Context: an optimization exercise on an open-source flow, tuned for small area. The choices shown serve that exercise and are no tape-out recipe. The RTL was checked by simulation tests, not by an equivalence proof against the original design. No activity file was given, so power comes from the tool's default toggle rates.

// filters
module filters
(
	CLK,
	RST,
	HSync,
	VDE,
	Display,
	RGBin,
	Threshold,
	ProcessOut,
	DisplayOut
);
Size: about 67 I/O pins, roughly 0.037 mm² of cells after synthesis.
==> module filters, before the edit <==
module filters
(
	CLK,
	RST,
	HSync,
	VDE,
	Display,
	RGBin,
	Threshold,
	ProcessOut,
	DisplayOut
);
input         CLK;
input         RST;
input         HSync;
input         VDE;
input  [ 5:0] Display;
input  [23:0] RGBin;
input  [ 7:0] Threshold;
output        ProcessOut;
output [23:0] DisplayOut;
	wire [ 7:0] greyOut;
	wire        thresh1Out;
	wire [ 3:0] blur4;
	wire [ 7:0] blurOut = {2{blur4}};
	wire        thresh2Out = &blur4;
	wire        edgeOut;
	wire [23:0] mixOut;
	reg hSyncLast, hSyncLast2, hClk;
	always @(posedge CLK)
	begin
		hSyncLast  <= VDE;
		hSyncLast2 <= hSyncLast;
		hClk       <= hSyncLast && !hSyncLast2;
	end
	localparam [9:0] X0   = 10'b0000000001;
	localparam [9:0] X320 = 10'b1001100000;
	localparam [9:0] X959 = 10'b0000111000;
	localparam [9:0] X960 = 10'b0001110000;
	localparam [9:0] X961 = 10'b0011100001;
	reg        ready, seen, working, sh, sh_n, phase;
	reg  [9:0] x;
	wire       at320  = x == X320;
	wire       at959  = x == X959;
	wire       at960  = x == X960;
	wire       inc    = VDE && !hClk && ready && x != X961;
	wire [9:0] x_next = inc ? {x[8:0], x[9] ^ x[6]} : (hClk && ready) ? X0 : x;
	wire       sh_next = at320 || (sh && !(at959 && inc));
	always @(posedge CLK)
	begin
		if (!RST) begin
			ready   <= 1'b0;
			seen    <= 1'b0;
			working <= 1'b0;
			sh      <= 1'b0;
			sh_n    <= 1'b1;
			phase   <= 1'b0;
			x       <= X0;
		end else begin
			if (hClk) ready <= 1'b1;
			if (hClk && ready) seen <= 1'b1;
			if (at960) working <= 1'b0;
			else if (at320) working <= 1'b1;
			sh      <= sh_next;
			sh_n    <= !sh_next;
			phase   <= !phase;
			x       <= x_next;
		end
	end
	wire s54   = Display[5] | Display[4];
	wire s3    = !s54 && Display[3];
	wire s2    = !s54 && !Display[3] && Display[2];
	wire s1    = !s54 && !Display[3] && !Display[2] && Display[1];
	wire s0    = !s54 && !Display[3] && !Display[2] && !Display[1] && Display[0];
	wire snone = !s54 && !Display[3] && !Display[2] && !Display[1] && !Display[0];
	wire       common = (s54 && edgeOut) || (s3 && thresh2Out) || (s1 && thresh1Out);
	wire [7:0] chan   = {8{common}} | ({8{s2}} & blurOut) | ({8{s0}} & greyOut);
	assign ProcessOut = chan[7] || (snone && greyOut[7]);
	assign DisplayOut = {3{chan}} | ({24{snone}} & RGBin) |
	                    ({24{Display[5]}} & {2'b00, RGBin[23:18], 2'b00, RGBin[15:10], 2'b00, RGBin[7:2]});
	mkGreyscale Greyscale (
		.rgb_in     (RGBin),
		.gry_out    (greyOut)
	);
	mkThreshold Threshold1 (
		.threshold  (Threshold),
		.gry_in     (greyOut),
		.bin_out    (thresh1Out)
	);
	mkBlur Blur (
		.CLK        (CLK),
		.RST_N      (RST),
		.ready      (ready),
		.seen       (seen),
		.working    (working),
		.sh         (sh),
		.sh_n       (sh_n),
		.phase      (phase),
		.bin_in     (thresh1Out),
		.blur_out   (blur4)
	);
	mkEdge Edge (
		.CLK        (CLK),
		.ready      (ready),
		.seen       (seen),
		.working    (working),
		.sh         (sh),
		.sh_n       (sh_n),
		.phase      (phase),
		.vde        (VDE),
		.bin_in     (thresh2Out),
		.bin_out    (edgeOut)
	);
	mkMix Mix (
		.bin_in     (edgeOut),
		.rgb_in     (RGBin),
		.rgb_out    (mixOut)
	);
endmodule
Settings: LEC_CHECK=0, CAP_MARGIN=20, CORE_MARGIN=2, CORE_UTILIZATION=70, CTS_BUF_LIST=sky130_fd_sc_hd__clkbuf_16, CTS_CLUSTER_DIAMETER=80, CTS_CLUSTER_SIZE=30, PLACE_DENSITY=0.8, SLEW_MARGIN=20; clock period 12.0 ns.
run.sh (not shown) runs the stock make flow with config.mk's settings and CLKGATE_MAP_FILE= SYNTH_SCRIPT=/design/flow/synth_recipe.tcl, a recipe that flattens the netlist after the stock synthesis.
Change:
--- a/flow/design.v
+++ b/flow/design.v
@@ -137,26 +137,24 @@
 	localparam [9:0] X959 = 10'b0000111000;
 	localparam [9:0] X960 = 10'b0001110000;
 	localparam [9:0] X961 = 10'b0011100001;
-	reg        ready, seen, working, sh, sh_n, phase;
+	reg        seen, working, sh, sh_n, phase;
 	reg  [9:0] x;
-	wire       at320  = x == X320;
-	wire       at959  = x == X959;
-	wire       at960  = x == X960;
-	wire       inc    = VDE && !hClk && ready && x != X961;
-	wire [9:0] x_next = inc ? {x[8:0], x[9] ^ x[6]} : (hClk && ready) ? X0 : x;
-	wire       sh_next = at320 || (sh && !(at959 && inc));
+	wire       ready   = |x;
+	wire       at320   = x == X320;
+	wire       at959   = x == X959;
+	wire       at960   = x == X960;
+	wire [9:0] x_next  = hClk ? X0 : (x == X961) ? x : {x[8:0], x[9] ^ x[6]};
+	wire       sh_next = at320 || (sh && !at959);
 	always @(posedge CLK)
 	begin
 		if (!RST) begin
-			ready   <= 1'b0;
 			seen    <= 1'b0;
 			working <= 1'b0;
 			sh      <= 1'b0;
 			sh_n    <= 1'b1;
 			phase   <= 1'b0;
-			x       <= X0;
+			x       <= 10'd0;
 		end else begin
-			if (hClk) ready <= 1'b1;
 			if (hClk && ready) seen <= 1'b1;
 			if (at960) working <= 1'b0;
 			else if (at320) working <= 1'b1;
What happened:
- combinational power went down by 72%
- total power falls by 16%
- sequential cell count shrinks by 1
- synthesized cell count stays flat
- non-clock buffer count climbs by 2
- first-iteration DRC count rises by 4.8%
- hold slack hardly moves
- final cell count stays flat
- setup slack gains 0.22 ns
- routed wire length decreases by 0.36%
- sequential power went down by 17%
- utilization is about the same
- maximum frequency went up by 1.9%

what the ideal ports hide:
Ports are ideal in the flow. The routed layouts listed here were re-timed in OpenROAD. Step 1, drivers: a clkbuf_16 drives CLK and a buf_2 each remaining input, both assumed. Step 2 times the ports against the registers' clock, not the clock port: input delays grow and output delays shrink by t, the midpoint of the rising clock arrivals with the driver on. a / b / c = ideal ports / drivers / drivers and shift; a / b = the first two.
| run | t, ns | setup WS [ns] | clock arrival spread, ns |
|---|---|---|---|
| the first run | 0.664 | 0.458 / 0.418 / 0.418 | 0.024 / 0.024 |
| the second run | 0.670 | 0.675 / 0.640 / 0.640 | 0.023 / 0.024 |
After both steps setup and hold are still met in every run listed. The setup slack of the first run, which loses most, moves by -0.040 ns with the drivers and by -0.040 ns with both steps.
